This design comes from an exercise in tuning for small area, a short achievable clock period and few clock cycles per item on the open sky130 flow, not from production work.
In this exercise RTL edits were held to simulation tests only and were not proved equivalent to the original.
No activity file was given, so power comes from the tool's default toggle rates.

==> flow/design.v (outline; a module is shown in full before it is edited, if it fits) <==
// module ma_blk1: 13 lines
// module mb_blk1: 6 lines
// module ma_blk4: 19 lines
// module mb_blk4: 13 lines
// module ma_low: 12 lines
// module ma_pre: 192 lines
// module mb_carry: 381 lines
// module simple_modular_adder: 166 lines
module simple_modular_adder(a,b,clk,rst,out,done);
  // ...
==> flow/flow/run.sh <==
#!/bin/bash
# Layout flow: the standard ORFS flow (standard.sh, run on a config that includes
# the standard flow's config.mk) with two changes:
#  - the port buffers are the smallest plain buffer, sky130_fd_sc_hd__buf_1, instead of
#    the delay cell buffer_ports picks by default;
#  - (adder cells are mapped as in the standard flow)
#  - slow cells with long PMOS stacks (3- and 4-input OR/NOR and some complex gates) are
#    added to the don't-use list.
# Registers are untouched: they come from the standard synthesis.
set -euo pipefail
here=$(pwd)
cat > own.mk <<EOM
include $here/config.mk
export BUFFER_PORTS_ARGS = -buffer_cell sky130_fd_sc_hd__buf_1
export DONT_USE_CELLS = sky130_fd_sc_hd__nor3_1 sky130_fd_sc_hd__nor3_2 sky130_fd_sc_hd__nor3_4 sky130_fd_sc_hd__nor3b_1 sky130_fd_sc_hd__nor3b_2 sky130_fd_sc_hd__nor3b_4 sky130_fd_sc_hd__nor4_1 sky130_fd_sc_hd__nor4_2 sky130_fd_sc_hd__nor4_4 sky130_fd_sc_hd__nor4b_1 sky130_fd_sc_hd__nor4b_2 sky130_fd_sc_hd__nor4b_4 sky130_fd_sc_hd__nor4bb_1 sky130_fd_sc_hd__nor4bb_2 sky130_fd_sc_hd__nor4bb_4 sky130_fd_sc_hd__or3_1 sky130_fd_sc_hd__or3_2 sky130_fd_sc_hd__or3_4 sky130_fd_sc_hd__or3b_1 sky130_fd_sc_hd__or3b_2 sky130_fd_sc_hd__or3b_4 sky130_fd_sc_hd__or4_1 sky130_fd_sc_hd__or4_2 sky130_fd_sc_hd__or4_4 sky130_fd_sc_hd__or4b_1 sky130_fd_sc_hd__or4b_2 sky130_fd_sc_hd__or4b_4 sky130_fd_sc_hd__or4bb_1 sky130_fd_sc_hd__or4bb_2 sky130_fd_sc_hd__or4bb_4  sky130_fd_sc_hd__a2111o_1 sky130_fd_sc_hd__a2111o_2 sky130_fd_sc_hd__a2111o_4 sky130_fd_sc_hd__a2111oi_0 sky130_fd_sc_hd__a2111oi_1 sky130_fd_sc_hd__a2111oi_2 sky130_fd_sc_hd__a2111oi_4 sky130_fd_sc_hd__a222oi_1 sky130_fd_sc_hd__a2bb2o_1 sky130_fd_sc_hd__a2bb2o_2 sky130_fd_sc_hd__a2bb2o_4 sky130_fd_sc_hd__a2bb2oi_1 sky130_fd_sc_hd__a2bb2oi_2 sky130_fd_sc_hd__a2bb2oi_4 sky130_fd_sc_hd__a311o_1 sky130_fd_sc_hd__a311o_2 sky130_fd_sc_hd__a311o_4 sky130_fd_sc_hd__a311oi_1 sky130_fd_sc_hd__a311oi_2 sky130_fd_sc_hd__a311oi_4 sky130_fd_sc_hd__a32o_1 sky130_fd_sc_hd__a32o_2 sky130_fd_sc_hd__a32o_4 sky130_fd_sc_hd__a32oi_1 sky130_fd_sc_hd__a32oi_2 sky130_fd_sc_hd__a32oi_4 sky130_fd_sc_hd__a41o_1 sky130_fd_sc_hd__a41o_2 sky130_fd_sc_hd__a41o_4 sky130_fd_sc_hd__a41oi_1 sky130_fd_sc_hd__a41oi_2 sky130_fd_sc_hd__a41oi_4 sky130_fd_sc_hd__o2111a_1 sky130_fd_sc_hd__o2111a_2 sky130_fd_sc_hd__o2111a_4 sky130_fd_sc_hd__o2111ai_1 sky130_fd_sc_hd__o2111ai_2 sky130_fd_sc_hd__o2111ai_4 sky130_fd_sc_hd__o2bb2a_1 sky130_fd_sc_hd__o2bb2a_2 sky130_fd_sc_hd__o2bb2a_4 sky130_fd_sc_hd__o2bb2ai_1 sky130_fd_sc_hd__o2bb2ai_2 sky130_fd_sc_hd__o2bb2ai_4 sky130_fd_sc_hd__o311a_1 sky130_fd_sc_hd__o311a_2 sky130_fd_sc_hd__o311a_4 sky130_fd_sc_hd__o311ai_0 sky130_fd_sc_hd__o311ai_1 sky130_fd_sc_hd__o311ai_2 sky130_fd_sc_hd__o311ai_4 sky130_fd_sc_hd__o32a_1 sky130_fd_sc_hd__o32a_2 sky130_fd_sc_hd__o32a_4 sky130_fd_sc_hd__o32ai_1 sky130_fd_sc_hd__o32ai_2 sky130_fd_sc_hd__o32ai_4 sky130_fd_sc_hd__o41a_1 sky130_fd_sc_hd__o41a_2 sky130_fd_sc_hd__o41a_4 sky130_fd_sc_hd__o41ai_1 sky130_fd_sc_hd__o41ai_2 sky130_fd_sc_hd__o41ai_4 
EOM
sed "s#DESIGN_CONFIG=[^ ]*#DESIGN_CONFIG=$here/own.mk#" standard.sh > own.sh
bash own.sh > standard.log 2>&1
==> flow/standard.sh <==
#!/bin/bash
# synth_recipe.tcl (not shown) runs the flow's synth.tcl, then flattens the netlist and writes it again
# the make line also repeats each setting of config.mk as NAME=value (left out here)
make -C /OpenROAD-flow-scripts/flow DESIGN_CONFIG=/design/flow/config.mk WORK_HOME=/design/flow/orfs CLKGATE_MAP_FILE= SYNTH_SCRIPT=/design/flow/synth_recipe.tcl "${@:-finish}"
==> flow/config.mk <==
export PLATFORM = sky130hd
export DESIGN_NAME = simple_modular_adder
export DESIGN_NICKNAME = simple_modular_adder
export VERILOG_FILES = /design/flow/design.v
export SDC_FILE = /design/flow/constraint.sdc
export NUM_CORES = 4
export LEC_CHECK = 0
export CAP_MARGIN = 20
export CORE_MARGIN = 2
export CORE_UTILIZATION = 40
export SLEW_MARGIN = 20
export SYNTH_HIERARCHICAL = 1
==> flow/constraint.sdc <==
create_clock -name core_clock -period 5.0 [get_ports {clk}]
set_input_delay 1.0000 -clock core_clock [delete_from_list [all_inputs] [get_ports {clk}]]
set_output_delay 1.0000 -clock core_clock [all_outputs]
set_load 0.01 [all_outputs]
==> impl_metrics.py, run 1 <==
metrics = {
    "run_status": {
        "status": "finished clean",
    },
    "worst_setup_path": {
        "cp-start-kind": "flop",
        "worst-path-buf-inv": 1,
        "cp.arrival_ns": 3.87,
        "path_class": "reg2reg",
        "reg2reg_to": "res[251]",
    },
    "floorplanning": {
        "die_w_um": 258,
        "initial_core_util": 0.403,
        "ioPinCount": 771,
        "num_rows": 93,
    },
    "logic_synthesis": {
        "syn_nets": 2854,
        "synthTopCellsByArea": "dfxtp_1, fa_1, ha_1, xnor2_1, buf_4",
    },
    "grt": {
        "use_met3": 0.0584,
        "antenna_found_initial": 7,
        "gr-total-overflow": 0,
        "grt_max_degree": 15,
    },
    "layout": {
        "reg_top3": "res: 255 flops, hs_r: 249 flops",
        "inv_count": 7,
        "dominant_cells": "sequential cells",
        "fin_nets": 3560,
        "multiInputGateArea_mm2": 0.0119,
        "sh_seq_area": 0.415,
        "clock_area_frac": 0.0768,
        "final_common_cell": "buf_1",
        "design_area_mm2": 0.0312,
        "multi_input_area_share": 0.380,
    },
    "routing": {
        "drt_iter0_markers": 466,
        "drtAntennaViolNets": 0,
        "highest_layer": "met5",
    },
    "power": {
        "p_seq_mw": 6.65,
        "clkPwrFrac": 0.364,
    },
    "clock_tree": {
        "clk_latency_ns": 0.59,
        "cts_buffer_depth": 3,
    },
    "sta": {
        "skew_ns": 0.0212,
        "fmax_mhz": 295,
        "tightest_slew_ns": 0.876,
        "setup_tns_ns": 0,
        "fin_crit_sh": 0.678,
    },
    "placed_design": {
        "hpwlAfterDp_um": 63200,
        "portBuffers": 767,
    },
}
Testbench counts, summed over its fixed seeds: cycles 1,024, items 512.
==> run 2: changes to the inputs <==
--- a/flow/config.mk
+++ b/flow/config.mk
@@ -8,5 +8,6 @@
 export CAP_MARGIN = 20
 export CORE_MARGIN = 2
 export CORE_UTILIZATION = 40
+export SETUP_SLACK_MARGIN = 2.3
 export SLEW_MARGIN = 20
 export SYNTH_HIERARCHICAL = 1
==> run 2 against run 1 <==
  * Sequential share of layout area is 2.6 points lower
  * Synthesized cell count unchanged
  * Register-to-register slack gained 0.70 ns
  * Die area unchanged
  * Flip-flop and latch count stayed put
  * Combinational power rose by 13%
  * Largest cell class is now multi-input gates
  * Global-route usage hardly changed
  * Fmax rose by 26%
  * Still clean on timing, DRC and antenna
  * Sequential power about the same
  * Non-clock buffer count rose by 17
  * Critical path depth is 2 higher
  * Highest routed layer unchanged
==> impl_metrics.py, run 2 <==
metrics = {
    "logic_synthesis": {
        "synth_async_sr_flop_share": 0,
        "synth_largest_area_cell": "dfxtp_1",
        "synth_ff_type": "dfxtp_1",
        "yosysMostFrequentCell": "dfxtp_1",
        "synthCells": 1959,
        "syn_nets": 2854,
        "synth_seq_cells": 647,
        "synth_commonest_cells": "dfxtp_1, ha_1, fa_1, buf_4, xnor2_1",
        "synth_area_per_cell_um2": 13.2,
        "synth_top_area_frac": 0.501,
        "synth_edf_count": 0,
        "ys_types": 56,
        "synthTopCellsByArea": "dfxtp_1, fa_1, ha_1, xnor2_1, buf_4",
        "ys_warn_count": 7,
        "synth.yosys.seq_area_share": 0.501,
        "synth_area_mm2": 0.0259,
    },
    "floorplanning": {
        "ioPinCount": 771,
        "initial_core_util": 0.403,
        "num_rows": 93,
        "dieArea_mm2": 0.0667,
        "core_mm2": 0.0642,
        "die_w_um": 258,
        "die_y_um": 258,
    },
    "grt": {
        "grt_pass1_vias": 18500,
        "gr-total-overflow": 0,
        "grt_max_degree": 15,
        "track_usage": 0.217,
        "antenna_found_initial": 21,
        "grt_pass1_wl_um": 108000,
    },
    "worst_setup_path": {
        "cp_cell_sequence": "and4_4 -> and2_4 -> a221oi_2 -> buf_4 -> nand2_4 -> a211oi_4 -> buf_6 -> inv_8 -> a221o_1 -> a31o_1 -> ha_2 -> xor2_1",
        "slowest_stage": "a221o_1",
        "cp.arrival_ns": 3.15,
        "reg2reg_depth": 12,
        "critPathCaptureType": "flop",
        "path_class": "reg2reg",
        "worst-path-buf-inv": 3,
        "max_stage_delay_ns": 0.36,
        "cp.required_ns": 5.46,
        "cp_max_fo": 8,
        "critPathTopFamily": "compound AO/OA/AOI/OAI gates",
        "cp-start-kind": "flop",
        "path_depth": 12,
    },
    "layout": {
        "multiInputGateArea_mm2": 0.0137,
        "nFillCells": 5743,
        "area_growth_pct": 28.9,
        "final_util": 0.519,
        "fin_nets": 3578,
        "largest_reg_flops": 255,
        "reg_top3": "res: 255 flops, hs_r: 249 flops",
        "final_common_cell": "buf_1",
        "drive_above_1_share": 0.202,
        "top_register": "res",
        "final-seq-area_mm2": 0.0130,
        "final_cell_mix": "buf_1, dfxtp_1, fa_2",
    },
    "routing": {
        "drtAntennaViolNets": 0,
        "drt_iter0_markers": 496,
        "wl_per_cell_um": 20.5,
        "routed_via_density": 4.74,
        "vias": 17100,
        "wl_um": 73900,
        "dr.pass1.iters": 4,
        "drc": 0,
    },
    "run_status": {
        "status": "finished clean",
    },
    "power": {
        "p_leak_nw": 13.3,
        "swShare": 0.278,
        "clkPwrFrac": 0.365,
        "p_int_mw": 10.8,
        "p_seq_frac": 0.445,
        "combPwrFrac": 0.190,
        "switching_power_mw": 4.15,
        "ir_drop_mv": 0.250,
        "power.density_mw_per_mm2": 449,
    },
    "sta": {
        "period_minus_slack_ns": 2.69,
        "fmax_mhz": 372,
        "skew_ns": 0.0283,
        "relSlewSlack": 0.590,
        "maxSlewViolCount": 0,
        "tightest_slew_ns": 0.613,
        "fin_crit_sh": 0.538,
        "hold_viol_final": 0,
        "setup_violations": 0,
        "setup_tns_ns": 0,
        "rsz0062_at_grt": "true",
    },
    "clock_tree": {
        "htreeDepth": 3,
        "cts_buffer_depth": 3,
        "clk_latency_ns": 0.60,
        "cts_tree": "built",
        "path_clk_slew_ns": 0.06,
        "cts_buffers": 70,
        "cts.sinks": 647,
        "root_buffer": "clkbuf_16",
    },
    "job": {
        "maxCapViolations": 0,
    },
    "placed_design": {
        "hpwlAfterDp_um": 63000,
        "portBuffers": 767,
        "routabilityCongestion": 0.997,
    },
    "hold_path": {
        "hp-class": "reg2reg",
        "hold_depth": 1,
    },
}
run 2: cell counts after synthesis:
No cell type changed its count.
run 2: power by group through the flow:
| stage | combinational (mW) | clock (mW) | sequential [mW] |
|---|---|---|---|
| floorplan | 1.32 | 0 | 6.94 |
| global placement | 2.79 | 0 | 6.73 |
| detailed placement | 2.82 | 0 | 6.76 |
| CTS | 2.88 | 5.60 | 6.66 |
| global route | 3.12 | 5.79 | 6.75 |
| finish | 2.84 | 5.45 | 6.65 |
run 2: timing repair:
action,in CTS,in global routing
buffers inserted,7,10
resized for setup,46,46
pin swaps,7,17
hold endpoints to repair,0,0
endpoints found under the setup margin,252,138
hold buffers,0,0
run 2: per-stage QoR:
stage / setup slack [ns] / std cells / cell area (um^2) / hold WS [ns] / total power [mW]
6_report: 2.31 / 3602 / 33300 / 0.423 / 15.0
3_5_place_dp: 1.48 / 3449 / 30400 / 0.420 / 9.58
2_1_floorplan: 2.02 / 1959 / 27600 / 0.406 / 8.26
3_3_place_gp: 1.51 / 3449 / 30400 / 0.417 / 9.53
5_1_grt: 2.24 / 3600 / 33300 / 0.437 / 15.7
4_1_cts: 2.25 / 3580 / 33100 / 0.427 / 15.1
run 2: Yosys stat by module (local to each module, per instance):
| module | cell area [um^2] | flops+latches | times used | cells |
|---|---|---|---|---|
| ma_blk1 | 52.6 | 0 | 1 | 5 |
| ma_blk4 | 106 | 0 | 62 | 8 |
| ma_low | 404 | 0 | 1 | 47 |
| ma_pre | 1370 | 0 | 1 | 188 |
| mb_blk1 | 8.76 | 0 | 1 | 1 |
| mb_blk4 | 50.0 | 0 | 62 | 6 |
| mb_carry | 1230 | 0 | 1 | 191 |
| simple_modular_adder | 13100 | 647 | 1 | 659 |
run 2: cell families (layout without fill, tap and decap cells):
logic type,Yosys count,count (layout),synth area share
and+or+nand+nor,423,423,0.104
AOI/OAI and AO/OA,167,167,0.0470
adders and majority gates,381,381,0.239
DFF,647,647,0.501
other,1,13,0.000145
muxes,6,6,0.00348
xor gates and xnor gates,194,194,0.0665
buffers and inverters,140,916,0.0396
run 2: worst reg2reg max path: cells and delay by family (launching register included):
family	cells	cell delay, ns
AOI/OAI and AO/OA	4	1.05
adders and majority gates	1	0.19
and+or+nand+nor	3	0.43
xor gates and xnor gates	1	0.15
buffers and inverters	3	0.39
DFF	1	0.33
run 2: final cells by class:
cell class                      count  area share
Timing Repair Buffer              785      0.0906
Sequential cell                   647       0.389
Inverter                            7     0.00101
Tap cell                          855      0.0321
Antenna cell                       12    0.000901
Clock inverter                     29      0.0139
Clock buffer                       95      0.0602
Multi-Input combinational cell   1172       0.412
run 2: layer usage:
metal	share of wire	track usage	vias to the layer above
met2	0.50	0.384	535
met5	0.0014	0	-
met3	0.071	0.0626	147
met4	0.033	0.0875	16
met1	0.39	0.245	8314
li1	-	-	8057
run 2: worst paths after layout:
check	start	slack [ns]	to
worst max-delay path	bp_r[9]	2.31	res[251]
worst min-delay path	hs_r[17]	0.42	res[17]
worst max register to register	bp_r[9]	2.31	res[251]
worst min register to register	hs_r[17]	0.42	res[17]
==> run 3: changes to the inputs <==
--- a/flow/config.mk
+++ b/flow/config.mk
@@ -8,6 +8,6 @@
 export CAP_MARGIN = 20
 export CORE_MARGIN = 2
 export CORE_UTILIZATION = 40
-export SETUP_SLACK_MARGIN = 2.3
+export SETUP_SLACK_MARGIN = 2.6
 export SLEW_MARGIN = 20
 export SYNTH_HIERARCHICAL = 1
==> run 3 against run 2 <==
  * Clock skew increased by 0.0014 ns
  * Via count increased by 2.4%
  * Global-route usage increased by 0.51 points
  * Clock power decreased by 5.5%
  * Power increased by 0.28%
  * Count of clock-buffer cells in the layout increased by 1
  * Die area unchanged
  * Hold slack got worse by 0.0048 ns
  * Flip-flop and latch count unchanged
  * Synthesized cell count unchanged
  * Highest routed layer unchanged
==> impl_metrics.py, run 3 <==
metrics = {
    "sta": {
        "rsz0062_at_grt": "true",
        "setup_tns_ns": 0,
        "fin_crit_sh": 0.525,
        "setup_violations": 0,
        "period_minus_slack_ns": 2.63,
        "tightest_slew_ns": 0.682,
        "skew_ns": 0.0297,
        "fin_ws_ns": 2.37,
        "hold_viol_final": 0,
        "maxSlewViolCount": 0,
        "fmax_mhz": 381,
        "relSlewSlack": 0.544,
    },
    "worst_setup_path": {
        "cp-start-kind": "flop",
        "cp_max_fo": 4,
        "critPathCaptureType": "flop",
        "cp.required_ns": 5.47,
        "path_class": "reg2reg",
        "cp.arrival_ns": 3.10,
    },
    "power": {
        "ir_drop_mv": 0.224,
        "combPwrFrac": 0.208,
        "p_seq_frac": 0.448,
        "p_leak_nw": 14.2,
        "switching_power_mw": 4.26,
        "clkPwrFrac": 0.343,
        "power.density_mw_per_mm2": 422,
        "p_int_mw": 10.7,
        "swShare": 0.284,
    },
    "grt": {
        "gr-total-overflow": 0,
        "antenna_found_initial": 8,
        "grt_pass1_wl_um": 111000,
        "grt_pass1_vias": 18800,
        "grt_max_degree": 15,
        "track_usage": 0.222,
    },
    "placed_design": {
        "placedCellCount": 3449,
        "pre_cts_ws_ns": 1.66,
        "hpwlAfterDp_um": 63900,
        "routabilityCongestion": 0.987,
        "portBuffers": 767,
        "placed_cell_area_mm2": 0.0305,
    },
    "layout": {
        "nFillCells": 5479,
        "largest_reg_flops": 255,
        "design_area_mm2": 0.0356,
        "final_cell_mix": "buf_1, dfxtp_1, fa_2",
        "multiInputGateArea_mm2": 0.0149,
        "drive_above_1_share": 0.309,
        "fin_nets": 3667,
        "top_register": "res",
        "reg_top3": "res: 255 flops, hs_r: 249 flops",
        "finalNonFillerCells": 3680,
        "area_growth_pct": 37.6,
        "final_common_cell": "buf_1",
        "final-seq-area_mm2": 0.0130,
    },
    "clock_tree": {
        "path_clk_slew_ns": 0.06,
        "htreeDepth": 3,
        "cts_tree": "built",
        "clk_latency_ns": 0.59,
        "postCtsHoldBufs": 0,
        "cts.sinks": 647,
        "root_buffer": "clkbuf_16",
        "cts_buffer_depth": 3,
        "cts_buffers": 69,
    },
    "logic_synthesis": {
        "synth_area_per_cell_um2": 13.2,
        "synth_ff_type": "dfxtp_1",
        "yosysMostFrequentCell": "dfxtp_1",
        "synthCells": 1959,
        "synth_largest_area_cell": "dfxtp_1",
        "ys_types": 56,
        "synth.yosys.seq_area_share": 0.501,
        "synth_top_area_frac": 0.501,
        "synth_area_mm2": 0.0259,
        "synthTopCellsByArea": "dfxtp_1, fa_1, ha_1, xnor2_1, buf_4",
        "synth_seq_cells": 647,
        "synth_commonest_cells": "dfxtp_1, ha_1, fa_1, buf_4, xnor2_1",
        "syn_nets": 2854,
        "synth_edf_count": 0,
        "ys_warn_count": 7,
        "synth_async_sr_flop_share": 0,
    },
    "run_status": {
        "status": "finished clean",
    },
    "routing": {
        "routed_via_density": 4.75,
        "wl_um": 76500,
        "drtAntennaViolNets": 0,
        "vias": 17500,
        "drt_iter0_markers": 525,
        "drc": 0,
        "wl_per_cell_um": 20.8,
        "dr.pass1.iters": 4,
    },
    "floorplanning": {
        "die_w_um": 258,
        "dieArea_mm2": 0.0667,
        "ioPinCount": 771,
        "core_mm2": 0.0642,
        "initial_core_util": 0.403,
        "die_y_um": 258,
        "num_rows": 93,
    },
    "job": {
        "maxCapViolations": 0,
    },
    "hold_path": {
        "hp-class": "reg2reg",
    },
}
run 3: Yosys stat by module, one instance, submodules excluded:
module,cells inside,area (um^2),flip-flops and latches
ma_blk1,5,52.6,0
ma_blk4,8,106,0
ma_low,47,404,0
ma_pre,188,1370,0
mb_blk1,1,8.76,0
mb_blk4,6,50.0,0
mb_carry,191,1230,0
simple_modular_adder,659,13100,647
run 3: cells by family (layout without fill, tap and decap cells):
kind of cell    Yosys count  count (layout)  share of synthesized area
compound gates          167             167                     0.0470
xor+xnor                194             194                     0.0665
fa+ha+maj               381             381                      0.239
buf+inv                 140            1002                     0.0396
flops                   647             647                      0.501
mux                       6               6                    0.00348
other cells               1               5                   0.000145
simple gates            423             423                      0.104
run 3: routing by layer:
metal,up-vias,GRT usage,wire [um]
met5,-,0,36
met4,6,0.0830,2280
met3,124,0.0563,4820
met2,535,0.403,39700
met1,8581,0.249,29600
li1,8225,-,-
run 3: path summary, 6_finish.rpt:
kind / from / to / slack (ns) / cells after the start
setup / recovery: bp_r[47] / res[251] / 2.37 / 11
hold / removal: hs_r[165] / res[165] / 0.42 / 1
setup reg to reg: bp_r[47] / res[251] / 2.37 / 11
hold reg to reg: hs_r[165] / res[165] / 0.42 / 1
run 3: layout make-up:
class,instances,area share
antenna,4,0.000281
clock buffer,96,0.0551
inverter,7,0.000950
multi-input combinational,1172,0.419
sequential,647,0.365
timing repair buffer,875,0.120
clock inverter,24,0.00982
tap,855,0.0301
run 3: per-stage QoR:
step / power (mW) / hold slack, ns / util
2_1_floorplan: 8.26 / 0.406 / -
3_3_place_gp: 9.54 / 0.418 / 0.474
3_5_place_dp: 9.61 / 0.419 / 0.474
4_1_cts: 15.0 / 0.424 / 0.533
5_1_grt: 15.7 / 0.436 / 0.554
6_report: 15.0 / 0.418 / 0.554
run 3: timing repair:
action | 4_1_cts | 5_1_grt
resized for setup | 287 | 211
buffers inserted | 61 | 46
endpoints found under the setup margin | 304 | 276
pin swaps | 191 | 197
run 3: critical path, stage by stage, from the launching register on:
cell and delay (ns):
dfxtp_2 0.34, and4_4 0.22, buf_4 0.15, a211oi_4 0.27, o22ai_4 0.13, a211oi_4 0.27, buf_6 0.16, inv_8 0.04
a221o_1 0.36, a31o_4 0.27, ha_4 0.16, xor2_1 0.13
run 3: power by group through the flow:
stage               Combinational, mW  Clock [mW]  Sequential, mW
finish                           3.13        5.15            6.72
global route                     3.40        5.49            6.82
CTS                              3.02        5.27            6.69
detailed placement               2.83           0            6.78
global placement                 2.79           0            6.75
floorplan                        1.32           0            6.94
==> run 4: changes to the inputs <==
--- a/flow/config.mk
+++ b/flow/config.mk
@@ -8,6 +8,6 @@
 export CAP_MARGIN = 20
 export CORE_MARGIN = 2
 export CORE_UTILIZATION = 40
-export SETUP_SLACK_MARGIN = 2.6
+export SETUP_SLACK_MARGIN = 2.0
 export SLEW_MARGIN = 20
 export SYNTH_HIERARCHICAL = 1
==> run 4 against run 3 <==
  * Register-to-register slack got worse by 0.25 ns
  * Non-clock buffer count fell by 102
  * Routed wire length fell by 4.1%
  * Count of clock-buffer cells in the layout rose by 1
  * Fmax fell by 8.6%
  * Largest power group unchanged
  * First-iteration DRC count rose by 21%
  * Via count fell by 3.6%
  * Clock power fell by 2%
  * Still clean on timing, DRC and antenna
  * Hold slack got worse by 0.0083 ns
==> impl_metrics.py, run 4 <==
metrics = {
    "run_status": {
        "status": "finished clean",
    },
    "sta": {
        "setup_tns_ns": 0,
        "fin_crit_sh": 0.574,
        "hold_ws_ns": 0.410,
        "rsz0062_at_grt": "false",
        "tightest_slew_ns": 0.651,
        "hold_viol_final": 0,
        "period_minus_slack_ns": 2.87,
        "fmax_mhz": 348,
        "setup_violations": 0,
        "relSlewSlack": 0.564,
        "maxSlewViolCount": 0,
        "skew_ns": 0.0223,
        "fin_ws_ns": 2.13,
    },
    "hold_path": {
        "hp-class": "reg2reg",
    },
    "job": {
        "maxCapViolations": 0,
    },
    "floorplanning": {
        "die_y_um": 258,
        "ioPinCount": 771,
        "core_mm2": 0.0642,
        "initial_core_util": 0.403,
        "dieArea_mm2": 0.0667,
        "num_rows": 93,
        "die_w_um": 258,
    },
    "placed_design": {
        "hpwlAfterDp_um": 62800,
        "routabilityCongestion": 1.00,
        "portBuffers": 767,
        "placedCellCount": 3449,
        "pre_cts_ws_ns": 1.44,
        "placed_cell_area_mm2": 0.0292,
    },
    "clock_tree": {
        "htreeDepth": 3,
        "postCtsHoldBufs": 0,
        "cts.sinks": 647,
        "root_buffer": "clkbuf_16",
        "clk_latency_ns": 0.60,
        "cts_buffer_depth": 3,
        "cts_buffers": 69,
        "cts_tree": "built",
        "path_clk_slew_ns": 0.06,
    },
    "power": {
        "power_mw": 14.3,
        "p_leak_nw": 13.0,
        "ir_drop_mv": 0.236,
        "power.density_mw_per_mm2": 451,
    },
    "routing": {
        "vias": 16800,
        "drt_iter0_markers": 634,
        "drc": 0,
        "wl_um": 73300,
        "routed_via_density": 4.69,
        "wl_per_cell_um": 20.4,
        "dr.pass1.iters": 5,
        "drtAntennaViolNets": 0,
    },
    "grt": {
        "grt_max_degree": 15,
        "antenna_found_initial": 18,
        "gr-total-overflow": 0,
        "track_usage": 0.217,
        "grt_pass1_vias": 18400,
        "grt_pass1_wl_um": 108000,
    },
    "logic_synthesis": {
        "syn_nets": 2854,
        "synthTopCellsByArea": "dfxtp_1, fa_1, ha_1, xnor2_1, buf_4",
        "synth_commonest_cells": "dfxtp_1, ha_1, fa_1, buf_4, xnor2_1",
        "synth_ff_type": "dfxtp_1",
        "synthCells": 1959,
        "synth.yosys.seq_area_share": 0.501,
        "synth_area_per_cell_um2": 13.2,
        "synth_edf_count": 0,
        "synth_largest_area_cell": "dfxtp_1",
        "synth_seq_cells": 647,
        "ys_types": 56,
        "synth_area_mm2": 0.0259,
        "yosysMostFrequentCell": "dfxtp_1",
        "synth_async_sr_flop_share": 0,
        "ys_warn_count": 7,
        "synth_top_area_frac": 0.501,
    },
    "layout": {
        "finalNonFillerCells": 3590,
        "largest_reg_flops": 255,
        "final_cell_mix": "buf_1, dfxtp_1, ha_1",
        "area_growth_pct": 22.6,
        "fin_nets": 3565,
        "top_register": "res",
        "drive_above_1_share": 0.121,
        "reg_top3": "res: 255 flops, hs_r: 249 flops",
        "final_util": 0.493,
        "design_area_mm2": 0.0317,
        "final_common_cell": "buf_1",
    },
    "worst_setup_path": {
        "worst-path-buf-inv": 2,
        "critPathTopFamily": "compound AO/OA/AOI/OAI gates",
        "critPathCaptureType": "flop",
        "cp.required_ns": 5.48,
        "cp_max_fo": 8,
        "path_class": "reg2reg",
        "cp-start-kind": "flop",
        "cp_cell_sequence": "and4_4 -> and4_4 -> a211oi_4 -> o22ai_2 -> a211oi_4 -> buf_12 -> inv_2 -> a221o_1 -> a31o_1 -> ha_1 -> xor2_1",
        "slowest_stage": "a221o_1",
        "max_stage_delay_ns": 0.37,
        "cp.arrival_ns": 3.35,
    },
}
==> run 4: worst paths after layout <==
check,startpoint,endpoint,slack (ns),depth (start not counted)
worst min register to register,hs_r[85],res[85],0.41,1
worst max-delay path,bp_r[43],res[251],2.13,11
worst min-delay path,hs_r[85],res[85],0.41,1
worst max register to register,bp_r[43],res[251],2.13,11
==> run 4: cell type report <==
class,instances,area (um^2)
inverters,7,26.3
clock buffers,97,1990
diodes,15,37.5
flip-flops and latches,647,13000
multi-input cells,1172,12400
fillers,5877,32500
clock inverters,24,259
well taps,855,1070
repair buffers,773,2940
==> run 4: timing repair <==
| item | 4_1_cts | 5_1_grt |
|---|---|---|
| setup endpoints to repair | 205 | 114 |
| resized for setup | 15 | 20 |
| pin swaps | 1 | 4 |
| buffers inserted | 3 | 2 |
==> run 4: logic make-up (layout without fill, tap and decap cells) <==
group           after synthesis  count (layout)  share of synthesized area
fa+ha+maj                   381             381                      0.239
simple gates                423             423                      0.104
buf+inv                     140             901                     0.0396
compound gates              167             167                     0.0470
xor+xnor                    194             194                     0.0665
other cells                   1              16                   0.000145
mux                           6               6                    0.00348
flops                       647             647                      0.501
==> run 4: where the power goes <==
part | total (mW) | internal, mW | switching (mW)
combinational | 2.58 | 1.08 | 1.50
clock | 5.03 | 3.00 | 2.03
sequential | 6.68 | 6.18 | 0.499
==> run 4: metal layers <==
| metal | up-vias | global-route usage | part of all wire |
|---|---|---|---|
| li1 | 8022 | - | - |
| met1 | 8168 | 0.253 | 0.40 |
| met2 | 530 | 0.383 | 0.50 |
| met3 | 114 | 0.0557 | 0.063 |
| met4 | 2 | 0.0806 | 0.030 |
| met5 | - | 0 | 0.00018 |
==> run 4: per-module statistics from Yosys (local to each module, per instance) <==
module / copies in the design / flip-flops and latches / cells
mb_carry: 1 / 0 / 191
ma_low: 1 / 0 / 47
ma_blk4: 62 / 0 / 8
ma_pre: 1 / 0 / 188
simple_modular_adder: 1 / 647 / 659
ma_blk1: 1 / 0 / 5
mb_blk4: 62 / 0 / 6
mb_blk1: 1 / 0 / 1
==> run 5: changes to the inputs <==
--- a/flow/config.mk
+++ b/flow/config.mk
@@ -8,6 +8,8 @@
 export CAP_MARGIN = 20
 export CORE_MARGIN = 2
 export CORE_UTILIZATION = 40
-export SETUP_SLACK_MARGIN = 2.0
+export CTS_CLUSTER_DIAMETER = 60
+export CTS_CLUSTER_SIZE = 25
+export SETUP_SLACK_MARGIN = 2.45
 export SLEW_MARGIN = 20
 export SYNTH_HIERARCHICAL = 1
==> run 5 against run 4 <==
  * Die area did not move
  * Count of clock-buffer cells in the layout fell by 49
  * Utilization rose by 1.8 points
  * Synthesized cell count did not move
  * Final cell count fell by 0.56%
  * Flip-flop and latch count did not move
  * Largest cell class is now multi-input gates
==> impl_metrics.py, run 5 <==
metrics = {
    "run_status": {
        "status": "finished clean",
    },
    "sta": {
        "fin_crit_sh": 0.529,
        "hold_viol_final": 0,
        "setup_violations": 0,
        "maxSlewViolCount": 0,
        "period_minus_slack_ns": 2.64,
        "relSlewSlack": 0.567,
        "fin_ws_ns": 2.36,
        "rsz0062_at_grt": "true",
        "setup_tns_ns": 0,
        "skew_ns": 0.0359,
        "tightest_slew_ns": 0.647,
        "fmax_mhz": 378,
    },
    "routing": {
        "drc": 0,
        "routed_via_density": 4.69,
        "dr.pass1.iters": 4,
        "drtAntennaViolNets": 0,
        "wl_um": 73900,
        "wl_per_cell_um": 20.7,
        "drt_iter0_markers": 523,
        "vias": 16800,
    },
    "logic_synthesis": {
        "synth_top_area_frac": 0.501,
        "ys_types": 56,
        "synthTopCellsByArea": "dfxtp_1, fa_1, ha_1, xnor2_1, buf_4",
        "ys_warn_count": 7,
        "synth_commonest_cells": "dfxtp_1, ha_1, fa_1, buf_4, xnor2_1",
        "synth_largest_area_cell": "dfxtp_1",
        "synthCells": 1959,
        "synth_edf_count": 0,
        "syn_nets": 2854,
        "synth_seq_cells": 647,
        "synth_area_per_cell_um2": 13.2,
        "yosysMostFrequentCell": "dfxtp_1",
        "synth_ff_type": "dfxtp_1",
        "synth_async_sr_flop_share": 0,
        "synth_area_mm2": 0.0259,
        "synth.yosys.seq_area_share": 0.501,
    },
    "power": {
        "p_leak_nw": 13.0,
        "ir_drop_mv": 0.227,
        "power.density_mw_per_mm2": 415,
    },
    "floorplanning": {
        "die_w_um": 258,
        "core_mm2": 0.0642,
        "initial_core_util": 0.403,
        "dieArea_mm2": 0.0667,
        "die_y_um": 258,
        "num_rows": 93,
        "ioPinCount": 771,
    },
    "worst_setup_path": {
        "max_stage_delay_ns": 0.36,
        "crit_start": "bp_r[43]",
        "cp_cell_sequence": "and4_4 -> and4_4 -> a211oi_4 -> o22ai_4 -> a211oi_4 -> buf_6 -> inv_8 -> a221o_1 -> a31o_1 -> ha_1 -> xor2_1",
        "critPathCaptureType": "flop",
        "path_class": "reg2reg",
        "reg2reg_depth": 11,
        "cp_max_fo": 8,
        "regToRegSetupSlack_ns": 2.36,
        "worst-path-buf-inv": 2,
        "endpoint": "res[251]",
        "cp.arrival_ns": 3.11,
        "slowest_stage": "dfxtp_2",
        "critPathTopFamily": "compound AO/OA/AOI/OAI gates",
        "cp.required_ns": 5.47,
        "cp-start-kind": "flop",
        "path_depth": 11,
        "reg2reg_to": "res[251]",
        "r2r-start": "bp_r[43]",
    },
    "hold_path": {
        "hp-class": "reg2reg",
    },
    "placed_design": {
        "pre_cts_ws_ns": 1.46,
        "hpwlAfterDp_um": 63900,
        "portBuffers": 767,
        "placed_cell_area_mm2": 0.0304,
        "routabilityCongestion": 0.995,
        "placedCellCount": 3449,
    },
    "layout": {
        "finalNonFillerCells": 3570,
        "final_cell_mix": "buf_1, dfxtp_1, fa_2",
        "final_common_cell": "buf_1",
        "top_register": "res",
        "area_growth_pct": 27.1,
        "drive_above_1_share": 0.210,
        "reg_top3": "res: 255 flops, hs_r: 249 flops",
        "design_area_mm2": 0.0329,
        "fin_nets": 3566,
        "largest_reg_flops": 255,
    },
    "grt": {
        "grt_max_degree": 26,
        "grt_pass1_vias": 18100,
        "antenna_found_initial": 15,
        "gr-total-overflow": 0,
        "track_usage": 0.216,
        "grt_pass1_wl_um": 107000,
    },
    "clock_tree": {
        "cts_tree": "built",
        "cts_buffers": 45,
        "clk_latency_ns": 0.60,
        "cts_buffer_depth": 3,
        "cts.sinks": 647,
        "path_clk_slew_ns": 0.09,
        "htreeDepth": 2,
        "root_buffer": "clkbuf_16",
    },
    "job": {
        "maxCapViolations": 0,
    },
}
run 5: cell types whose count changed in the layout (fill, tap and decap cells not counted), moves of 12 or more:
cell | previous run | this run
clkbuf_16 | 71 | 47
ha_1 | 192 | 125
and2_4 | 0 | 52
nor2b_1 | 66 | 35
clkbuf_8 | 12 | 0
clkbuf_1 | 14 | 1
dfxtp_1 | 647 | 634
ha_4 | 2 | 62
buf_4 | 5 | 27
fa_2 | 156 | 186
fa_1 | 31 | 1
nor2b_4 | 1 | 32
and2_1 | 99 | 45
run 5: Yosys stat by module, one instance, submodules excluded:
module | copies in the design | area, um^2 | flops+latches | cells inside
ma_blk1 | 1 | 52.6 | 0 | 5
ma_blk4 | 62 | 106 | 0 | 8
ma_low | 1 | 404 | 0 | 47
ma_pre | 1 | 1370 | 0 | 188
mb_blk1 | 1 | 8.76 | 0 | 1
mb_blk4 | 62 | 50.0 | 0 | 6
mb_carry | 1 | 1230 | 0 | 191
simple_modular_adder | 1 | 13100 | 647 | 659
run 5: what timing repair did:
item,4_1_cts,5_1_grt
setup endpoints to repair,257,155
resized for setup,83,60
endpoints found under the hold margin,0,0
buffers inserted,16,14
hold buffers,0,0
pin swaps,18,27
gates cloned,0,0
run 5: how the worst min path moves through the flow:
stage / start / to / cells after the start
2_1_floorplan: hs_r[254] / res[254] / 1
3_3_place_gp: hs_r[37] / res[37] / 1
3_5_place_dp: hs_r[229] / res[229] / 1
4_1_cts: hs_r[133] / res[133] / 1
5_1_grt: hs_r[254] / res[254] / 1
6_report: hs_r[254] / res[254] / 1
run 5: cell type report:
class	instances	area, um^2
Fill cell	5784	31400
Multi-Input combinational cell	1172	13900
Sequential cell	647	13000
Timing Repair Buffer	798	3140
Clock buffer	48	1180
Tap cell	855	1070
Clock inverter	35	493
Inverter	7	33.8
Antenna cell	8	20.0
run 5: logic make-up (layout without fill, tap and decap cells):
kind of cell | count (synthesis) | in the layout | synth area share
muxes | 6 | 6 | 0.00348
other | 1 | 9 | 0.000145
and+or+nand+nor | 423 | 423 | 0.104
DFF | 647 | 647 | 0.501
xor gates and xnor gates | 194 | 194 | 0.0665
AOI/OAI and AO/OA | 167 | 167 | 0.0470
adders and majority gates | 381 | 381 | 0.239
buffers and inverters | 140 | 888 | 0.0396
run 5: power by group:
part	internal, mW	switching [mW]
clock network	2.02	2.06
logic	1.26	1.64
registers	6.17	0.484
run 5: per-layer routing:
layer  track usage  vias to the layer above  wire (um)
met5             0                        -        104
met3        0.0625                      133       5560
met4        0.0816                       16       2620
met2         0.390                      521      37700
met1         0.240                     8064      27900
li1              -                     8017          -
run 5: worst register-to-register path: stages, from the launching register on:
cell and delay, ns:
dfxtp_2 0.36, and4_4 0.21, and4_4 0.18, a211oi_4 0.26, o22ai_4 0.12, a211oi_4 0.24
buf_6 0.16, inv_8 0.05, a221o_1 0.34, a31o_1 0.23, ha_1 0.20, xor2_1 0.16
run 5: per-stage QoR:
stage          hold WS, ns  utilization  total power [mW]
2_1_floorplan        0.406            -              8.26
3_3_place_gp         0.417        0.473              9.55
3_5_place_dp         0.420        0.473              9.61
4_1_cts              0.417        0.506              13.8
5_1_grt              0.427        0.511              14.3
6_report             0.413        0.511              13.6
==> run 6: changes to the inputs <==
--- a/flow/config.mk
+++ b/flow/config.mk
@@ -10,6 +10,7 @@
 export CORE_UTILIZATION = 40
 export CTS_CLUSTER_DIAMETER = 60
 export CTS_CLUSTER_SIZE = 25
+export GPL_TIMING_DRIVEN = 0
 export SETUP_SLACK_MARGIN = 2.45
 export SLEW_MARGIN = 20
 export SYNTH_HIERARCHICAL = 1
==> run 6 against run 5 <==
  * Global-route usage up 0.42 points
  * Synthesized area unchanged
  * Fmax down 0.60%
  * Register-to-register slack worse by 0.02 ns
  * Combinational power up 7.9%
  * Die area unchanged
  * Critical path depth up 1
  * Utilization up 2.8 points
  * Count of clock-buffer cells in the layout up 6
  * Sequential power about the same
  * Hold slack better by 0.0061 ns
  * Largest cell class unchanged
==> impl_metrics.py, run 6 <==
metrics = {
    "routing": {
        "wl_per_cell_um": 20.4,
        "drt_iter0_markers": 570,
        "routed_via_density": 4.71,
        "vias": 17600,
        "drtAntennaViolNets": 0,
        "wl_um": 76000,
        "dr.pass1.iters": 4,
        "drc": 0,
    },
    "logic_synthesis": {
        "synthCells": 1959,
        "ys_types": 56,
        "synthTopCellsByArea": "dfxtp_1, fa_1, ha_1, xnor2_1, buf_4",
        "synth_top_area_frac": 0.501,
        "ys_warn_count": 7,
        "synth_area_mm2": 0.0259,
        "synth_edf_count": 0,
        "syn_nets": 2854,
        "synth.yosys.seq_area_share": 0.501,
        "synth_seq_cells": 647,
        "synth_async_sr_flop_share": 0,
        "synth_commonest_cells": "dfxtp_1, ha_1, fa_1, buf_4, xnor2_1",
        "synth_area_per_cell_um2": 13.2,
        "synth_ff_type": "dfxtp_1",
        "yosysMostFrequentCell": "dfxtp_1",
        "synth_largest_area_cell": "dfxtp_1",
    },
    "run_status": {
        "status": "finished clean",
    },
    "sta": {
        "maxSlewViolCount": 0,
        "fmax_mhz": 376,
        "skew_ns": 0.0299,
        "fin_crit_sh": 0.532,
        "rsz0062_at_grt": "true",
        "setup_violations": 0,
        "setup_tns_ns": 0,
        "tightest_slew_ns": 0.514,
        "period_minus_slack_ns": 2.66,
        "hold_viol_final": 0,
        "relSlewSlack": 0.659,
    },
    "layout": {
        "final-seq-area_mm2": 0.0130,
        "design_area_mm2": 0.0347,
        "nFillCells": 5573,
        "reg_top3": "res: 255 flops, hs_r: 249 flops",
        "drive_above_1_share": 0.293,
        "area_growth_pct": 34.1,
        "largest_reg_flops": 255,
        "final_cell_mix": "buf_1, dfxtp_1, fa_2",
        "fin_nets": 3723,
        "top_register": "res",
        "final_common_cell": "buf_1",
        "multiInputGateArea_mm2": 0.0142,
    },
    "floorplanning": {
        "initial_core_util": 0.403,
        "die_y_um": 258,
        "dieArea_mm2": 0.0667,
        "num_rows": 93,
        "die_w_um": 258,
        "ioPinCount": 771,
        "core_mm2": 0.0642,
    },
    "power": {
        "power_mw": 13.9,
        "ir_drop_mv": 0.283,
        "power.density_mw_per_mm2": 401,
        "p_leak_nw": 14.1,
    },
    "clock_tree": {
        "postCtsHoldBufs": 0,
        "root_buffer": "clkbuf_16",
        "clk_latency_ns": 0.60,
        "htreeDepth": 2,
        "path_clk_slew_ns": 0.09,
        "cts_buffers": 47,
        "cts_buffer_depth": 3,
        "cts_tree": "built",
        "cts.sinks": 647,
    },
    "worst_setup_path": {
        "crit_start": "bp_r[43]",
        "endpoint": "res[251]",
        "cp.arrival_ns": 3.12,
        "cp_max_fo": 5,
        "critPathCaptureType": "flop",
        "r2r-start": "bp_r[43]",
        "reg2reg_to": "res[251]",
        "path_class": "reg2reg",
        "cp-start-kind": "flop",
        "cp.required_ns": 5.46,
        "reg2reg_depth": 12,
        "regToRegSetupSlack_ns": 2.34,
    },
    "grt": {
        "grt_use_met1": 0.242,
        "use_met2": 0.403,
        "antenna_found_initial": 21,
        "use_met3": 0.0613,
        "track_usage": 0.220,
        "grt_pass1_vias": 18900,
        "grt_max_degree": 25,
        "gr-total-overflow": 0,
        "grt_pass1_wl_um": 110000,
        "busiest_layer": "met2",
    },
    "placed_design": {
        "routabilityCongestion": 0.967,
        "hpwlAfterDp_um": 65300,
        "placed_cell_area_mm2": 0.0315,
        "portBuffers": 767,
    },
    "job": {
        "maxCapViolations": 0,
    },
    "hold_path": {
        "hp-class": "reg2reg",
        "hold_depth": 1,
    },
}
run 6: cell types whose count changed in the layout (fill, tap and decap cells not counted), moves of 8 or more:
cell / previous run / this run
and4_4: 12 / 55
buf_6: 3 / 63
dfxtp_1: 634 / 626
buf_4: 27 / 143
dfxtp_2: 11 / 19
and4_1: 56 / 15
buf_2: 0 / 9
buf_1: 766 / 724
and2_1: 45 / 22
and2_4: 52 / 77
run 6: per-layer routing:
metal / wire [um] / share of wire
met1: 28900 / 0.38
met2: 39200 / 0.52
met3: 5200 / 0.068
met4: 2570 / 0.034
met5: 133 / 0.0018
run 6: modules after synthesis (local to each module, per instance):
module                times used  flops+latches  area, um^2  cells inside
ma_low                         1              0         404            47
simple_modular_adder           1            647       13100           659
mb_carry                       1              0        1230           191
mb_blk1                        1              0        8.76             1
ma_pre                         1              0        1370           188
ma_blk4                       62              0         106             8
ma_blk1                        1              0        52.6             5
mb_blk4                       62              0        50.0             6
run 6: final cells by class:
type / count / share of cell area
multi-input combinational: 1172 / 0.409
sequential: 647 / 0.374
timing repair buffer: 820 / 0.102
clock buffer: 54 / 0.0362
buffer: 133 / 0.0329
tap: 855 / 0.0309
clock inverter: 33 / 0.0123
inverter: 7 / 0.000974
antenna: 12 / 0.000866
run 6: power breakdown:
group          internal [mW]  switching [mW]
Sequential              6.17           0.488
Combinational           1.44            1.69
Clock                   2.02            2.09
Total                   9.63            4.27
run 6: logic make-up after synthesis:
group,synth area share
other,0.000145
buffers and inverters,0.0396
xor gates and xnor gates,0.0665
and+or+nand+nor,0.104
DFF,0.501
adders and majority gates,0.239
muxes,0.00348
AOI/OAI and AO/OA,0.0470
run 6: per-stage QoR:
stage	hold slack (ns)	utilization	setup slack, ns	instances
detailed placement	0.418	0.491	1.42	3581
finish	0.419	0.540	2.34	3733
CTS	0.422	0.528	2.36	3692
global route	0.436	0.540	2.26	3727
floorplan	0.406	-	2.03	1959
global placement	0.417	0.491	1.45	3581
run 6: worst min path at each step:
stage / start / end / slack, ns
after global routing: hs_r[117] / res[117] / 0.44
after global placement: hs_r[213] / res[213] / 0.42
after CTS: hs_r[254] / res[254] / 0.42
after detailed placement: hs_r[254] / res[254] / 0.42
final: hs_r[254] / res[254] / 0.42
after floorplan: hs_r[254] / res[254] / 0.41
run 6: repair_timing:
action | CTS | global route
endpoints found under the setup margin | 284 | 174
resized for setup | 160 | 162
pin swaps | 82 | 157
cloned | 0 | 0
setup buffers | 24 | 29
run 6: worst max-delay path, cell delays in order, from the launching register on:
cell and delay, ns:
dfxtp_4 0.37, and4_4 0.16, and4_4 0.19, buf_8 0.12, a211oi_2 0.17, o22ai_2 0.12
a211oi_4 0.25, buf_6 0.17, inv_8 0.05, a221o_1 0.34, a31o_1 0.23, ha_2 0.18
xor2_1 0.17
==> run 7: changes to the inputs <==
--- a/flow/config.mk
+++ b/flow/config.mk
@@ -8,9 +8,6 @@
 export CAP_MARGIN = 20
 export CORE_MARGIN = 2
 export CORE_UTILIZATION = 40
-export CTS_CLUSTER_DIAMETER = 60
-export CTS_CLUSTER_SIZE = 25
-export GPL_TIMING_DRIVEN = 0
 export SETUP_SLACK_MARGIN = 2.45
 export SLEW_MARGIN = 20
 export SYNTH_HIERARCHICAL = 1
==> run 7 against run 6 <==
  * Design area down 2.9%
  * Hold slack lost 0.0083 ns
  * Final cell count is 3.3% lower
  * Critical path depth unchanged
  * Clock power grew 26%
  * Combinational power down 6.7%
  * Critical endpoint unchanged
  * Utilization down 1.6 points
  * Worst setup slack better by 0.062 ns
  * Fmax up 2.4%
  * Flip-flop and latch count did not move
  * First-iteration DRC count shrank 13%
==> impl_metrics.py, run 7 <==
metrics = {
    "clock_tree": {
        "cts.sinks": 647,
        "cts_buffers": 69,
        "cts_buffer_depth": 3,
        "root_buffer": "clkbuf_16",
        "htreeDepth": 3,
        "clk_latency_ns": 0.60,
        "cts_tree": "built",
        "postCtsHoldBufs": 0,
        "path_clk_slew_ns": 0.06,
    },
    "logic_synthesis": {
        "synth_edf_count": 0,
        "synth_top_area_frac": 0.501,
        "syn_nets": 2854,
        "synth_async_sr_flop_share": 0,
        "synth_seq_cells": 647,
        "synthCells": 1959,
        "synth_ff_type": "dfxtp_1",
        "synth.yosys.seq_area_share": 0.501,
        "synth_commonest_cells": "dfxtp_1, ha_1, fa_1, buf_4, xnor2_1",
        "synth_area_mm2": 0.0259,
        "synth_area_per_cell_um2": 13.2,
        "synthTopCellsByArea": "dfxtp_1, fa_1, ha_1, xnor2_1, buf_4",
        "yosysMostFrequentCell": "dfxtp_1",
        "ys_warn_count": 7,
        "ys_types": 56,
        "synth_largest_area_cell": "dfxtp_1",
    },
    "power": {
        "power.density_mw_per_mm2": 439,
        "combPwrFrac": 0.198,
        "swShare": 0.284,
        "switching_power_mw": 4.20,
        "p_int_mw": 10.6,
        "clkPwrFrac": 0.351,
        "p_leak_nw": 13.4,
        "p_seq_frac": 0.452,
        "ir_drop_mv": 0.216,
    },
    "floorplanning": {
        "die_w_um": 258,
        "dieArea_mm2": 0.0667,
        "core_mm2": 0.0642,
        "initial_core_util": 0.403,
        "ioPinCount": 771,
        "num_rows": 93,
        "die_y_um": 258,
    },
    "grt": {
        "track_usage": 0.219,
        "use_met2": 0.390,
        "grt_use_met1": 0.241,
        "gr-total-overflow": 0,
        "grt_max_degree": 15,
        "grt_pass1_vias": 18400,
        "grt_pass1_wl_um": 108000,
        "busiest_layer": "met2",
        "antenna_found_initial": 15,
        "use_met3": 0.0681,
    },
    "worst_setup_path": {
        "critPathCaptureType": "flop",
        "reg2reg_depth": 12,
        "regToRegSetupSlack_ns": 2.40,
        "reg2reg_to": "res[251]",
        "cp-start-kind": "flop",
        "r2r-start": "bg_r[33]",
        "path_class": "reg2reg",
        "max_stage_delay_ns": 0.34,
        "cp_cell_sequence": "a21oi_2 -> o21ai_2 -> buf_6 -> a211oi_4 -> o22ai_4 -> a211oi_4 -> buf_6 -> inv_8 -> a221o_1 -> a31o_4 -> ha_4 -> xor2_1",
        "cp.arrival_ns": 3.06,
        "cp.required_ns": 5.46,
        "slowest_stage": "a221o_1",
        "cp_max_fo": 8,
    },
    "placed_design": {
        "portBuffers": 767,
        "hpwlAfterDp_um": 63900,
        "routabilityCongestion": 0.995,
        "pre_cts_ws_ns": 1.46,
    },
    "sta": {
        "fmax_mhz": 385,
        "hold_viol_final": 0,
        "setup_tns_ns": 0,
        "skew_ns": 0.0323,
        "setup_violations": 0,
        "period_minus_slack_ns": 2.60,
        "fin_crit_sh": 0.520,
        "rsz0062_at_grt": "true",
        "tightest_slew_ns": 0.658,
        "relSlewSlack": 0.560,
        "fin_ws_ns": 2.40,
        "maxSlewViolCount": 0,
    },
    "hold_path": {
        "hp-class": "reg2reg",
        "worst_hold_startpoint": "hs_r[113]",
        "hold-path-endpoint": "res[113]",
        "hold_depth": 1,
    },
    "layout": {
        "drive_above_1_share": 0.227,
        "final-seq-area_mm2": 0.0130,
        "top_register": "res",
        "area_growth_pct": 30.2,
        "fin_nets": 3590,
        "nFillCells": 5662,
        "final_common_cell": "buf_1",
        "largest_reg_flops": 255,
        "reg_top3": "res: 255 flops, hs_r: 249 flops",
        "multiInputGateArea_mm2": 0.0141,
        "final_cell_mix": "buf_1, dfxtp_1, fa_2",
    },
    "routing": {
        "vias": 16900,
        "drtAntennaViolNets": 0,
        "dr.pass1.iters": 6,
        "drt_iter0_markers": 495,
        "drc": 0,
        "routed_via_density": 4.70,
        "wl_um": 74700,
        "wl_per_cell_um": 20.7,
    },
    "job": {
        "maxCapViolations": 0,
    },
    "run_status": {
        "status": "finished clean",
    },
}
==> run 7: worst max-delay path: cells and delay by family (launching register included) <==
family,cells,cell delay (ns)
fa+ha+maj,1,0.15
compound gates,7,1.47
buf+inv,3,0.36
xor+xnor,1,0.15
flops,1,0.33
==> run 7: per-module statistics from Yosys (local to each module, per instance) <==
module / flip-flops and latches / cell area [um^2]
ma_blk1: 0 / 52.6
ma_blk4: 0 / 106
mb_carry: 0 / 1230
ma_pre: 0 / 1370
ma_low: 0 / 404
simple_modular_adder: 647 / 13100
mb_blk1: 0 / 8.76
mb_blk4: 0 / 50.0
==> run 7: what timing repair did <==
action | in CTS | in global routing
buffers inserted | 12 | 18
gates resized for setup | 77 | 101
pin swaps | 15 | 44
endpoints found under the setup margin | 258 | 166
hold endpoints to repair | 0 | 0
cloned | 0 | 0
==> run 7: kinds of logic after synthesis <==
| logic type | count (synthesis) | share of synthesized area |
|---|---|---|
| AO/OA/AOI/OAI | 167 | 0.0470 |
| XOR/XNOR | 194 | 0.0665 |
| adder cells (fa/ha/maj) | 381 | 0.239 |
| buffers and inverters | 140 | 0.0396 |
| flip-flops | 647 | 0.501 |
| multiplexers | 6 | 0.00348 |
| other | 1 | 0.000145 |
| AND/OR/NAND/NOR | 423 | 0.104 |
==> run 7: layout make-up <==
cell class | instances | area share
Sequential cell | 647 | 0.386
Multi-Input combinational cell | 1172 | 0.418
Tap cell | 855 | 0.0318
Clock inverter | 31 | 0.0108
Inverter | 7 | 0.00100
Clock buffer | 91 | 0.0586
Antenna cell | 8 | 0.000595
Timing Repair Buffer | 798 | 0.0938
==> run 7: per-layer routing <==
metal | routed length (um) | up-vias
met2 | 38000 | 539
met3 | 5570 | 127
li1 | - | 8078
met4 | 2550 | 16
met5 | 99 | -
met1 | 28500 | 8186
==> run 7: per-stage QoR <==
stage	power (mW)	cell area, um^2	std cells	utilization	hold WS, ns
3_3_place_gp	9.55	30400	3449	0.473	0.417
6_report	14.8	33700	3609	0.524	0.411
3_5_place_dp	9.61	30400	3449	0.473	0.420
4_1_cts	14.9	33100	3583	0.515	0.407
5_1_grt	15.5	33600	3604	0.524	0.421
2_1_floorplan	8.26	27600	1959	-	0.406
==> run 7: worst max path at each step <==
| stage | start | end | slack (ns) |
|---|---|---|---|
| after floorplan | a[141] | bp_r[35] | 2.03 |
| after global placement | bg_r[1] | res[251] | 1.52 |
| after detailed placement | bg_r[1] | res[251] | 1.46 |
| after CTS | bp_r[13] | res[251] | 2.39 |
| after global routing | bp_r[21] | res[217] | 2.26 |
| final | bg_r[33] | res[251] | 2.40 |
==> run 7: power by group through the flow <==
stage | clock network (mW) | registers, mW | logic (mW)
floorplan | 0 | 6.94 | 1.32
global placement | 0 | 6.74 | 2.80
detailed placement | 0 | 6.77 | 2.84
CTS | 5.29 | 6.67 | 2.91
global route | 5.51 | 6.77 | 3.20
finish | 5.18 | 6.67 | 2.92
==> run 8: changes to the inputs <==
==> flow/flow/run.sh (replaced) <==
#!/bin/bash
# Layout flow: the standard ORFS flow (standard.sh, run on a config that includes
# the standard flow's config.mk) with two changes:
#  - the port buffers are the smallest plain buffer, sky130_fd_sc_hd__buf_1, instead of
#    the delay cell buffer_ports picks by default;
#  - (adder cells are mapped as in the standard flow)
#  - slow cells with long PMOS stacks (3- and 4-input OR/NOR and some complex gates) are
#    added to the don't-use list.
# Registers are untouched: they come from the standard synthesis.
set -euo pipefail
here=$(pwd)
cat > own.mk <<EOM
include $here/config.mk
export BUFFER_PORTS_ARGS = -buffer_cell sky130_fd_sc_hd__buf_1
export DONT_USE_CELLS = sky130_fd_sc_hd__nor3_1 sky130_fd_sc_hd__nor3_2 sky130_fd_sc_hd__nor3_4 sky130_fd_sc_hd__nor3b_1 sky130_fd_sc_hd__nor3b_2 sky130_fd_sc_hd__nor3b_4 sky130_fd_sc_hd__nor4_1 sky130_fd_sc_hd__nor4_2 sky130_fd_sc_hd__nor4_4 sky130_fd_sc_hd__nor4b_1 sky130_fd_sc_hd__nor4b_2 sky130_fd_sc_hd__nor4b_4 sky130_fd_sc_hd__nor4bb_1 sky130_fd_sc_hd__nor4bb_2 sky130_fd_sc_hd__nor4bb_4 sky130_fd_sc_hd__or3_1 sky130_fd_sc_hd__or3_2 sky130_fd_sc_hd__or3_4 sky130_fd_sc_hd__or3b_1 sky130_fd_sc_hd__or3b_2 sky130_fd_sc_hd__or3b_4 sky130_fd_sc_hd__or4_1 sky130_fd_sc_hd__or4_2 sky130_fd_sc_hd__or4_4 sky130_fd_sc_hd__or4b_1 sky130_fd_sc_hd__or4b_2 sky130_fd_sc_hd__or4b_4 sky130_fd_sc_hd__or4bb_1 sky130_fd_sc_hd__or4bb_2 sky130_fd_sc_hd__or4bb_4 
EOM
sed "s#DESIGN_CONFIG=[^ ]*#DESIGN_CONFIG=$here/own.mk#" standard.sh > own.sh
bash own.sh > standard.log 2>&1
--- a/flow/config.mk
+++ b/flow/config.mk
@@ -8,6 +8,8 @@
 export CAP_MARGIN = 20
 export CORE_MARGIN = 2
 export CORE_UTILIZATION = 40
+export CTS_CLUSTER_DIAMETER = 60
+export CTS_CLUSTER_SIZE = 25
 export SETUP_SLACK_MARGIN = 2.45
 export SLEW_MARGIN = 20
 export SYNTH_HIERARCHICAL = 1
==> run 8 against run 7 <==
  * Still clean on timing, DRC and antenna
  * Synthesized area is essentially flat
  * Sequential power is essentially flat
  * Flip-flop and latch count is the same
  * Critical path depth is the same
  * Worst setup slack gained 0.0068 ns
  * Combinational power is essentially flat
  * First-iteration DRC count grew 0.61%
  * Clock power shrank about 20%
  * Die area is essentially flat
==> impl_metrics.py, run 8 <==
metrics = {
    "layout": {
        "final_util": 0.524,
        "top_register": "res",
        "fin_nets": 3595,
        "drive_above_1_share": 0.231,
        "final_cell_mix": "buf_1, dfxtp_1, fa_2",
        "largest_reg_flops": 255,
        "area_growth_pct": 30.0,
        "finalNonFillerCells": 3597,
        "design_area_mm2": 0.0336,
        "final_common_cell": "buf_1",
        "reg_top3": "res: 255 flops, hs_r: 249 flops",
    },
    "power": {
        "combPwrFrac": 0.214,
        "clkPwrFrac": 0.302,
        "switching_power_mw": 4.24,
        "power.density_mw_per_mm2": 410,
        "p_int_mw": 9.53,
        "p_seq_frac": 0.484,
        "swShare": 0.308,
        "p_leak_nw": 13.1,
        "ir_drop_mv": 0.234,
    },
    "clock_tree": {
        "root_buffer": "clkbuf_16",
        "clk_latency_ns": 0.61,
        "htreeDepth": 2,
        "postCtsHoldBufs": 0,
        "cts.sinks": 647,
        "path_clk_slew_ns": 0.09,
        "cts_buffer_depth": 3,
        "cts_buffers": 46,
        "cts_tree": "built",
    },
    "job": {
        "maxCapViolations": 0,
    },
    "logic_synthesis": {
        "synth_edf_count": 0,
        "ys_types": 54,
        "synth_largest_area_cell": "dfxtp_1",
        "synthCells": 1966,
        "synth_top_area_frac": 0.501,
        "synth_async_sr_flop_share": 0,
        "ys_warn_count": 7,
        "synth.yosys.seq_area_share": 0.501,
        "synth_seq_cells": 647,
        "synth_ff_type": "dfxtp_1",
        "synth_area_per_cell_um2": 13.1,
        "synth_commonest_cells": "dfxtp_1, ha_1, fa_1, buf_4, xnor2_1",
        "syn_nets": 2861,
        "synthTopCellsByArea": "dfxtp_1, fa_1, ha_1, xnor2_1, buf_4",
        "yosysMostFrequentCell": "dfxtp_1",
        "synth_area_mm2": 0.0258,
    },
    "sta": {
        "tightest_slew_ns": 0.839,
        "maxSlewViolCount": 0,
        "fin_crit_sh": 0.518,
        "setup_tns_ns": 0,
        "rsz0062_at_grt": "true",
        "skew_ns": 0.0311,
        "period_minus_slack_ns": 2.59,
        "hold_viol_final": 0,
        "setup_violations": 0,
        "hold_ws_ns": 0.420,
        "fmax_mhz": 386,
        "relSlewSlack": 0.439,
    },
    "placed_design": {
        "portBuffers": 767,
        "placedCellCount": 3457,
        "placed_cell_area_mm2": 0.0304,
        "hpwlAfterDp_um": 64000,
        "routabilityCongestion": 0.974,
    },
    "routing": {
        "wl_um": 74600,
        "drt_iter0_markers": 498,
        "wl_per_cell_um": 20.7,
        "routed_via_density": 4.73,
        "vias": 17000,
        "dr.pass1.iters": 5,
        "drtAntennaViolNets": 0,
        "drc": 0,
    },
    "hold_path": {
        "worst_hold_startpoint": "hs_r[105]",
        "hp-class": "reg2reg",
        "hold-path-endpoint": "res[105]",
        "hold_depth": 1,
    },
    "worst_setup_path": {
        "reg2reg_depth": 12,
        "path_class": "reg2reg",
        "critPathCaptureType": "flop",
        "r2r-start": "bp_r[51]",
        "cp_max_fo": 5,
        "cp.arrival_ns": 3.07,
        "regToRegSetupSlack_ns": 2.41,
        "cp-start-kind": "flop",
        "cp.required_ns": 5.48,
        "reg2reg_to": "res[163]",
    },
    "floorplanning": {
        "initial_core_util": 0.403,
        "die_w_um": 258,
        "ioPinCount": 771,
        "core_mm2": 0.0641,
        "dieArea_mm2": 0.0667,
        "num_rows": 93,
        "die_y_um": 258,
    },
    "grt": {
        "grt_pass1_vias": 18600,
        "grt_pass1_wl_um": 109000,
        "grt_max_degree": 26,
        "track_usage": 0.219,
        "antenna_found_initial": 14,
        "gr-total-overflow": 0,
    },
    "run_status": {
        "status": "finished clean",
    },
}
==> run 8: changes by cell type in the layout (fill, tap and decap cells not counted), moves of 7 or more <==
cell and change:
clkbuf_8 -12, ha_4 +16, ha_1 -28, ha_2 +12, buf_4 +7, buf_6 +12, clkinv_2 -11, clkbuf_16 -24
==> run 8: area by class of cell <==
class,instances,area [um^2]
fillers,5653,30500
multi-input cells,1174,14400
flip-flops and latches,647,13000
repair buffers,818,3350
clock buffers,49,1180
well taps,855,1070
clock inverters,36,526
inverters,13,51.3
diodes,5,12.5
==> run 8: stage by stage <==
stage / setup slack [ns] / power, mW
finish: 2.41 / 13.8
global route: 2.27 / 14.5
CTS: 2.35 / 13.8
detailed placement: 1.20 / 9.55
global placement: 1.18 / 9.48
floorplan: 2.03 / 8.24
==> run 8: layer usage <==
metal	vias to the layer above	track usage	share of wire
met5	-	0	0.0018
met4	20	0.0605	0.028
met3	134	0.0588	0.066
met2	489	0.404	0.52
met1	8277	0.248	0.39
li1	8091	-	-
==> run 8: power by group through the flow <==
stage / Sequential [mW] / Clock, mW / Combinational [mW]
after global routing: 6.77 / 4.46 / 3.24
after floorplan: 6.94 / 0 / 1.31
after CTS: 6.65 / 4.27 / 2.91
after detailed placement: 6.75 / 0 / 2.80
final: 6.67 / 4.16 / 2.95
after global placement: 6.73 / 0 / 2.76
==> run 8: how the worst max path moves through the flow <==
stage                to  cells past startpoint     start  slack, ns
6_report       res[163]                     12  bp_r[51]       2.41
5_1_grt        res[251]                     12  bp_r[51]       2.27
4_1_cts        res[239]                     12  bp_r[51]       2.35
3_5_place_dp   res[251]                     10  bp_r[51]       1.20
3_3_place_gp   res[251]                     10  bp_r[51]       1.18
2_1_floorplan  bp_r[35]                      8    a[141]       2.03
==> run 8: what timing repair did <==
item                                   in CTS  in global routing
endpoints found under the hold margin       0                  0
gates resized for setup                   138                111
pin swaps                                  52                 65
buffers inserted                           29                 21
setup endpoints to repair                 256                177
==> run 8: cells by family after synthesis <==
kind of cell | count (synthesis) | synth area share
DFF | 647 | 0.501
and+or+nand+nor | 422 | 0.103
adders and majority gates | 381 | 0.239
xor gates and xnor gates | 194 | 0.0666
AOI/OAI and AO/OA | 170 | 0.0467
buffers and inverters | 145 | 0.0404
muxes | 6 | 0.00349
other | 1 | 0.000145
==> run 8: modules after synthesis (local to each module, per instance) <==
| module | copies in the design | area (um^2) |
|---|---|---|
| mb_blk4 | 62 | 50.0 |
| ma_low | 1 | 383 |
| mb_blk1 | 1 | 8.76 |
| simple_modular_adder | 1 | 13100 |
| ma_blk4 | 62 | 106 |
| mb_carry | 1 | 1240 |
| ma_blk1 | 1 | 52.6 |
| ma_pre | 1 | 1370 |
==> run 8: critical path, stage by stage, from the launching register on <==
cell and delay, ns:
dfxtp_4 0.36, a21oi_4 0.18, o21ai_4 0.11, a2111oi_4 0.31, buf_6 0.17, o22ai_4 0.08
a211oi_4 0.30, buf_6 0.21, o21ai_4 0.07, buf_6 0.14, a31o_4 0.25, ha_4 0.16
xor2_1 0.13

==> static timing again, ports no longer ideal <==
No port has a modelled driver above. Below, the same layouts with a new extraction and two added sets of constraints.
Step 1: set_driving_cell puts a clkbuf_16 on clk and a buf_2 on each other input, an assumption about the parent block.
Step 2 moves the port delays by t, midway between the first and last clock arrival at a register: inputs arrive t later, outputs are due t later. That takes back most of the time a late clock gives input paths.
Slacks: no drivers / after step 1 / after step 2; pairs: no drivers / after step 1.
| run | t (ns) | setup slack, ns | hold WS [ns] | slew at the worst register clock pin (ns) | worst slew at a driven data input, ns |
|---|---|---|---|---|---|
| run 1 | 0.641 | 1.608 / 1.608 / 1.608 | 0.425 / 0.425 / 0.425 | 0.06 / 0.06 | 0.11 |
| run 2 | 0.649 | 2.309 / 2.309 / 1.774 | 0.423 / 0.423 / 0.423 | 0.06 / 0.06 | 0.11 |
| run 3 | 0.641 | 2.375 / 2.375 / 1.841 | 0.418 / 0.418 / 0.418 | 0.06 / 0.06 | 0.12 |
| run 4 | 0.644 | 2.129 / 2.129 / 1.592 | 0.410 / 0.410 / 0.410 | 0.06 / 0.06 | 0.12 |
| run 5 | 0.647 | 2.356 / 2.356 / 1.812 | 0.413 / 0.413 / 0.413 | 0.09 / 0.09 | 0.12 |
| run 6 | 0.644 | 2.340 / 2.340 / 1.786 | 0.419 / 0.419 / 0.419 | 0.09 / 0.09 | 0.11 |
| run 7 | 0.644 | 2.402 / 2.402 / 1.836 | 0.411 / 0.411 / 0.411 | 0.06 / 0.06 | 0.12 |
| run 8 | 0.659 | 2.409 / 2.409 / 1.824 | 0.420 / 0.420 / 0.420 | 0.09 / 0.09 | 0.14 |
After both steps setup and hold are still met in every run listed. The setup slack of run 8, which loses most, moves by 0.000 ns with the drivers and by -0.585 ns with both steps.
